Source: an optimization exercise on an open RTL-to-GDS flow (aim: small area and a short achievable clock period). Production flows keep margins and buffers that such runs may drop.
Function was checked by simulation only, so behaviour that the tests miss may differ from the original.

==> flow/design.v, too long to show whole: its modules and the start of the top module <==
// module vedicMAC64: 7539 lines
// module fa: 4 lines
// module ha: 4 lines
module vedicMAC64(
    input clk,
    input rst,
    input [63:0] a,
    input [63:0] b,
    input enable,
    output reg [127:0] acc
);
  // ...
==> flow/flow/run.sh <==
#!/bin/bash
# Standard ORFS layout, but timing repair asks for extra setup slack so that
# the resizer optimises the (otherwise non-critical) datapath.
set -e
export SETUP_SLACK_MARGIN=${MARGIN:-13}
bash standard.sh > standard.log 2>&1
==> flow/standard.sh <==
#!/bin/bash
# synth_recipe.tcl (not shown) runs the flow's synth.tcl, then flattens the netlist and writes it again
# the make line also repeats each setting of config.mk as NAME=value (left out here)
make -C /OpenROAD-flow-scripts/flow DESIGN_CONFIG=/design/flow/config.mk WORK_HOME=/design/flow/orfs CLKGATE_MAP_FILE= SYNTH_SCRIPT=/design/flow/synth_recipe.tcl "${@:-finish}"
==> flow/config.mk <==
export PLATFORM = sky130hd
export DESIGN_NAME = vedicMAC64
export DESIGN_NICKNAME = vedicMAC64
export VERILOG_FILES = /design/flow/design.v
export SDC_FILE = /design/flow/constraint.sdc
export NUM_CORES = 4
export LEC_CHECK = 0
export CAP_MARGIN = 20
export CORE_MARGIN = 2
export CORE_UTILIZATION = 40
export PLACE_DENSITY = 0.5
export SLEW_MARGIN = 20
export SYNTH_HIERARCHICAL = 1
==> flow/constraint.sdc <==
create_clock -name core_clock -period 27.0 [get_ports {clk}]
set_input_delay 5.4000 -clock core_clock [delete_from_list [all_inputs] [get_ports {clk}]]
set_output_delay 5.4000 -clock core_clock [all_outputs]
set_load 0.01 [all_outputs]
==> run_results.csv, run 1 <==
group,metric,value,unit
status,outcome,"finished clean",
clock_tree,cts_setup_buffers,57,
clock_tree,cts_resized,518,
route,via_per_inst,7.23,
die,die_h,484,um
timing,slew_violations,0,
yosys,seq_area_frac_synth,2.78,%
finish,final_common_cell,"fa_1",
finish,multi_input_area,0.0861,mm2
timing,setup_slack,13010,ps
timing,setup_violations,0,
critical_path,worst_r2r_endpoint,"acc[127]",
critical_path,start_kind,"primary input",
yosys,synthesis.nets,11299,
timing,period_needed,13990,ps
min_path,worstHoldStart,"acc[0]",
global_routing,grtUsageMet2,61.0,%
yosys,synth_compound_area_share,18.2,%
clock_tree,cts_max_path_buffers,2,
min_path,hold_depth,3,
finish,num-nonclk-buffers,814,
critical_path,crit_path_top_delay_cell,"clkdlybuf4s50_1",
finish,top_regs,"acc: 128 flops",
route,ant_nets,0,
global_routing,grtUsageMet1,50.8,%
yosys,ys_top_cells_by_area,"fa_1, xnor2_1, a22oi_1, clkbuf_1, dfxtp_1",
yosys,synth_mux_area_share,0.293,%
finish,seq_cells,128,
finish,final_core_util,45.7,%
critical_path,critPathCapture,"acc[127]",
critical_path,endpoint_kind,"register",
route,wire_per_inst,44.9,um
route,via_count,84285,
finish,drive_above_1_share,10.7,%
critical_path,cp.depth,30,
finish,multi_input_area_share,82.1,%
critical_path,crit_path_max_fanout,18,
==> run 2: changes to the inputs <==
==> flow/flow/run.sh (replaced) <==
#!/bin/bash
# Standard ORFS layout with two changes:
#  - timing repair asks for extra setup slack so that the resizer optimises
#    the (otherwise non-critical) datapath;
#  - port buffers are buf_2 instead of the default delay-buffer cell.
set -e
export SETUP_SLACK_MARGIN=${MARGIN:-13}
export BUFFER_PORTS_ARGS="-buffer_cell sky130_fd_sc_hd__buf_2"
bash standard.sh > standard.log 2>&1
==> run_results.csv, run 2 <==
group,metric,value,unit
critical_path,crit_path_max_fanout,26,
critical_path,cp.depth,26,
timing,slew_headroom,14.0,%
finish,area_delta_synth_final,8.12,%
yosys,synthTopCellsByCount,"fa_1, xnor2_1, a22oi_1",
clock_tree,clk_latency,620,ps
placed_design,numPortBuffers,258,
timing,setup_violations,0,
placed_design,post_dp_cell_area,0.0963,mm2
critical_path,crit_top_cell,"fa_1",
route,drc,0,
timing,skew,28.6,ps
critical_path,start_kind,"primary input",
timing,finalCritPeriodShare,52.0,%
critical_path,critPathCapture,"acc[102]",
finish,nNetsFinal,10844,
critical_path,startpoint,"a[46]",
finish,final_common_cell,"fa_1",
global_routing,grt_pass1_vias,87763,
die,die_h,484,um
route,via_count,82271,
route,drt_iter0_drc,13896,
die,die_x,484,um
yosys,seq_area_frac_synth,2.78,%
critical_path,critPathBufInv,4,
finish,top_regs,"acc: 128 flops",
timing,fin_setup_tns,0,ps
finish,largest-register,"acc",
min_path,hold_class,"reg2reg",
timing,slew_violations,0,
yosys,synthesis.nets,11299,
clock_tree,clock_tree.root_cell,"clkbuf_16",
global_routing,overflow,0,
yosys,synth_top_area_cell,"fa_1",
critical_path,path_delay_family,"adder cells",
yosys,synth_edf_count,0,
clock_tree,cts-buffers-inserted,17,
placed_design,place.gp.congestion,0.972,
yosys,yosysMostFrequentCell,"fa_1",
finish,final_cell_mix,"fa_1, xnor2_1, a22oi_1",
clock_tree,clkTransAtPathRegs,100,ps
critical_path,worst_r2r_endpoint,"acc[102]",
timing,fmax,71.2,MHz
clock_tree,cts_tree,"built",
timing,hold_violations,0,
flow_run,max_cap_violations,0,
critical_path,arrival,14530,ps
placed_design,hpwl,306000,um
critical_path,crit_path_top_delay_cell,"buf_4",
yosys,synth_seq_cells,128,
yosys,ys_top_cells_by_area,"fa_1, xnor2_1, a22oi_1, clkbuf_1, dfxtp_1",
global_routing,grt_max_degree,69,
yosys,synth.distinct_cells,79,
global_routing,grt_usage,41.2,%
critical_path,critPathMaxStageDelay,690,ps
die,pin_count,259,
critical_path,crit_required,27490,ps
timing,worst-slew-pin-transition,1290,ps
clock_tree,cts_max_path_buffers,2,
clock_tree,cts_hold_buffers,0,
die,rows,176,
timing,rsz0062_at_grt,"no",
critical_path,ff2ff_setup_slack,19030,ps
critical_path,ff2ff_path_depth,23,
clock_tree,cts.sinks,128,
finish,largest_reg_flops,128,
die,dieArea,0.234,mm2
finish,final_core_util,43.4,%
yosys,syn_inst,8861,
die,core-area,0.229,mm2
yosys,netlist_area,0.0921,mm2
status,outcome,"finished clean",
critical_path,criticalPathCategory,"in2reg",
route,ant_nets,0,
yosys,async_reset_ff_share,0,%
route,totalWireLength,496000,um
route,wire_per_inst,43.3,um
global_routing,antenna_found_initial,30,
die,start_util,40.1,%
yosys,ys.flop_type,"dfxtp_1",
critical_path,endpoint_kind,"register",
timing,period_needed,14040,ps
route,via_per_inst,7.18,
finish,drive_above_1_share,10.3,%
finish,fin_area,0.0996,mm2
yosys,synth.top_cell.area_share,46.0,%
yosys,synth_area_per_cell,10.4,um2
critical_path,r2r-start,"acc[58]",
yosys,ys.warnings.count,7,
route,firstDrtPassIters,10,
clock_tree,cts_max_level,4,
global_routing,grt_pass1_wl,683000,um
-- run 2: cell counts after synthesis --
Identical to the previous run, type by type.
-- run 2: cells by family (layout without fill, tap and decap cells) --
kind of cell             count (synthesis)  count (layout)  synth area share [%]
XOR/XNOR                              2188            2188                  20.8
other                                    0               9                     0
adder cells (fa/ha/maj)               2307            2307                  48.6
multiplexers                            27              27                 0.293
buffers and inverters                 1216             771                  4.99
flip-flops                             128             128                  2.78
AO/OA/AOI/OAI                         2281            2282                  18.2
AND/OR/NAND/NOR                        714             716                  4.28
-- run 2: final cells by class --
cell class	count	area [um2]
fill	21826	130000
tap	3026	3790
timing repair buffer	636	6110
clock buffer	17	425
inverter	102	712
timing repair inverter	1	8.76
clock inverter	15	151
sequential	128	2560
multi-input combinational	7520	85800
antenna	9	22.5
-- run 2: what timing repair did --
| action | 4_1_cts | 5_1_grt |
|---|---|---|
| gates cloned | 10 | 10 |
| resized for setup | 208 | 190 |
| pin swaps | 6 | 18 |
| setup buffers | 15 | 59 |
| endpoints found under the setup margin | 91 | 55 |
| endpoints found under the hold margin | 0 | 0 |
-- run 2: Yosys stat by module (local to each module, per instance) --
| module | cells | area, um2 |
|---|---|---|
| fa | 1 | 20.0 |
| ha | 1 | 12.5 |
| vedicMAC64 | 6687 | 49000 |
-- run 2: stage by stage --
| stage | std cells | setup slack [ps] | hold WS, ps |
|---|---|---|---|
| after floorplan | 8861 | 13630 | 770 |
| after global routing | 11446 | 12990 | 867 |
| after global placement | 11319 | 10360 | 733 |
| after CTS | 11376 | 13010 | 788 |
| final | 11454 | 12960 | 767 |
| after detailed placement | 11319 | 10350 | 765 |
-- run 2: worst min path at each step --
| stage | start | to | depth (start not counted) |
|---|---|---|---|
| after detailed placement | acc[0] | acc[0] | 3 |
| after global placement | acc[0] | acc[0] | 3 |
| final | acc[0] | acc[0] | 3 |
| after CTS | acc[0] | acc[0] | 3 |
| after floorplan | acc[0] | acc[0] | 3 |
| after global routing | acc[0] | acc[0] | 3 |
-- run 2: worst reg2reg max path, delay by kind of cell (launching register included) --
family                   cells  cell delay (ps)
AO/OA/AOI/OAI                5             1110
XOR/XNOR                     1              120
adder cells (fa/ha/maj)     10             4460
buffers and inverters        1              170
flip-flops                   1              550
AND/OR/NAND/NOR              6             1450
-- run 2: layer usage --
metal  global-route usage (%)  vias to the layer above  routed length (um)
li1                         -                    29396                   -
met1                     50.8                    42367              172000
met2                     60.7                     8063              209000
met3                     14.5                     2409               71200
met4                     27.4                       36               42900
met5                    0.184                        -                 456
==> run 3: changes to the inputs <==
--- a/flow/config.mk
+++ b/flow/config.mk
@@ -8,6 +8,6 @@
 export CAP_MARGIN = 20
 export CORE_MARGIN = 2
-export CORE_UTILIZATION = 40
-export PLACE_DENSITY = 0.5
+export CORE_UTILIZATION = 45
+export PLACE_DENSITY = 0.55
 export SLEW_MARGIN = 20
 export SYNTH_HIERARCHICAL = 1
==> run_results.csv, run 3 <==
group,metric,value,unit
timing,skew,34.5,ps
flow_run,max_cap_violations,0,
critical_path,arrival,14520,ps
clock_tree,clkTransAtPathRegs,90,ps
yosys,synth.distinct_cells,79,
die,die_x,456,um
timing,fmax,71.3,MHz
critical_path,criticalPathCategory,"in2reg",
status,outcome,"finished clean",
global_routing,grt_usage,44.4,%
timing,worst-slew-pin-transition,1160,ps
timing,fin_hold_ws,770,ps
finish,final_common_cell,"fa_1",
global_routing,grt_max_degree,67,
finish,drive_above_1_share,10.2,%
finish,largest_reg_flops,128,
placed_design,numPortBuffers,258,
critical_path,ff2ff_setup_slack,19020,ps
yosys,ys.flop_type,"dfxtp_1",
min_path,hold_path_end,"acc[0]",
yosys,ys.warnings.count,7,
timing,slew_headroom,22.7,%
finish,largest-register,"acc",
die,dieArea,0.208,mm2
placed_design,hpwl,305000,um
placed_design,place.gp.congestion,1.01,
yosys,yosysMostFrequentCell,"fa_1",
yosys,synth.top_cell.area_share,46.0,%
route,drc,0,
timing,hold_violations,0,
timing,rsz0062_at_grt,"no",
timing,slew_violations,0,
timing,finalCritPeriodShare,51.9,%
min_path,hold_class,"reg2reg",
route,totalWireLength,479000,um
critical_path,worst_r2r_endpoint,"acc[127]",
yosys,synthTopCellsByCount,"fa_1, xnor2_1, a22oi_1",
route,wire_per_inst,43.1,um
die,start_util,45.1,%
finish,nFillCells,18863,
clock_tree,cts-buffers-inserted,17,
yosys,synthesis.nets,11299,
critical_path,ff2ff_path_depth,23,
critical_path,start_kind,"primary input",
route,drt_iter0_drc,14742,
clock_tree,cts_max_path_buffers,2,
critical_path,critPathMaxStageDelay,570,ps
finish,area_delta_synth_final,7.74,%
route,via_count,81793,
finish,top_regs,"acc: 128 flops",
route,via_per_inst,7.36,
critical_path,crit_top_cell,"fa_1",
yosys,async_reset_ff_share,0,%
timing,setup_violations,0,
critical_path,crit_required,27510,ps
critical_path,endpoint_kind,"register",
yosys,netlist_area,0.0921,mm2
die,core-area,0.204,mm2
yosys,synth_top_area_cell,"fa_1",
clock_tree,cts_tree,"built",
timing,period_needed,14020,ps
clock_tree,clk_latency,630,ps
global_routing,grt_pass1_wl,656000,um
yosys,synth_edf_count,0,
global_routing,grt_pass1_vias,86244,
global_routing,antenna_found_initial,30,
yosys,seq_area_frac_synth,2.78,%
critical_path,crit_path_max_fanout,33,
min_path,hold_depth,3,
finish,final_cell_mix,"fa_1, xnor2_1, a22oi_1",
route,firstDrtPassIters,7,
critical_path,crit_path_top_delay_cell,"buf_6",
yosys,syn_inst,8861,
min_path,worstHoldStart,"acc[0]",
route,ant_nets,0,
critical_path,r2r-start,"acc[58]",
clock_tree,cts_max_level,4,
die,rows,166,
timing,fin_setup_tns,0,ps
clock_tree,clock_tree.root_cell,"clkbuf_16",
finish,nNetsFinal,10837,
die,die_h,456,um
yosys,synth_area_per_cell,10.4,um2
yosys,ys_top_cells_by_area,"fa_1, xnor2_1, a22oi_1, clkbuf_1, dfxtp_1",
global_routing,overflow,0,
clock_tree,cts.sinks,128,
die,pin_count,259,
yosys,synth_seq_cells,128,
run 3: layer usage:
layer	global-route usage, %	wire, um
met5	0.367	434
met3	15.8	70700
met2	64.3	198000
met1	54.8	164000
met4	31.4	45600
run 3: cell type report:
| cell class | count | area, um2 | share of cell area (%) |
|---|---|---|---|
| inverters | 102 | 669 | 0.675 |
| diodes | 14 | 35.0 | 0.0353 |
| multi-input cells | 7521 | 85800 | 86.4 |
| well taps | 2688 | 3360 | 3.39 |
| clock buffers | 17 | 425 | 0.429 |
| repair buffers | 628 | 6190 | 6.24 |
| clock inverters | 15 | 189 | 0.190 |
| repair inverters | 1 | 8.76 | 0.00883 |
| flip-flops and latches | 128 | 2560 | 2.58 |
run 3: cell families after synthesis:
kind of cell               count (synthesis)  share of synthesized area [%]
AOI/OAI and AO/OA                       2281                           18.2
xor gates and xnor gates                2188                           20.8
adders and majority gates               2307                           48.6
buffers and inverters                   1216                           4.99
DFF                                      128                           2.78
muxes                                     27                          0.293
and+or+nand+nor                          714                           4.28
run 3: worst max-delay path by stage:
| stage | start | to | slack, ps | cells after the start |
|---|---|---|---|---|
| after floorplan | enable | acc[127] | 13630 | 29 |
| after global placement | rst | acc[126] | 10570 | 30 |
| after detailed placement | rst | acc[126] | 10570 | 30 |
| after CTS | rst | acc[126] | 12980 | 29 |
| after global routing | rst | acc[126] | 12950 | 30 |
| final | rst | acc[127] | 12980 | 29 |
run 3: what timing repair did:
action                     CTS  global route
hold buffers                 0             0
resized for setup          245           219
buffers inserted            12            25
setup endpoints to repair   88            49
cloned                      10            17
pin swaps                    6            14
run 3: Yosys stat by module (local to each module, per instance):
module | cell area, um2 | flip-flops and latches
vedicMAC64 | 49000 | 128
ha | 12.5 | 0
fa | 20.0 | 0
run 3: through the flow:
stage          setup slack [ps]  utilization (%)  cell area [um2]  std cells
2_1_floorplan             13630                -            92100       8861
3_3_place_gp              10570             47.0            95800      11004
3_5_place_dp              10570             47.0            95800      11004
4_1_cts                   12980             48.0            97800      11058
5_1_grt                   12950             48.6            99200      11102
6_report                  12980             48.6            99200      11114
run 3: worst max-delay path: cells and delay by family:
| family | cells | cell delay [ps] |
|---|---|---|
| fa+ha+maj | 9 | 4050 |
| buf+inv | 6 | 1580 |
| simple gates | 6 | 1530 |
| compound gates | 6 | 1490 |
| xor+xnor | 2 | 320 |

==> afterwards: timing with drivers on the ports <==
The flow's constraints put no driver on any port. The routed layouts listed below were extracted and timed again, unchanged, in two steps.
Step 1: set_driving_cell puts a clkbuf_16 on clk and a buf_2 on each other input, an assumption about the parent block.
Step 2 moves the port delays by t, midway between the first and last clock arrival at a register: inputs arrive t later, outputs are due t later. That takes back most of the time a late clock gives input paths.
Three values: ideal ports, drivers, drivers and shift; two values: the first two.
| run | shift t [ns] | slack for setup (ns) | worst data-port slew with drivers (ns) |
|---|---|---|---|
| run 1 | 0.696 | 13.008 / 13.073 / 12.377 | 0.15 |
| run 2 | 0.702 | 12.962 / 12.746 / 12.043 | 0.48 |
| run 3 | 0.705 | 12.982 / 13.010 / 12.306 | 0.12 |
After both steps setup and hold are still met in every run listed. For run 2, which loses most, drivers alone change the setup slack by -0.216 ns; drivers and shift together by -0.919 ns.
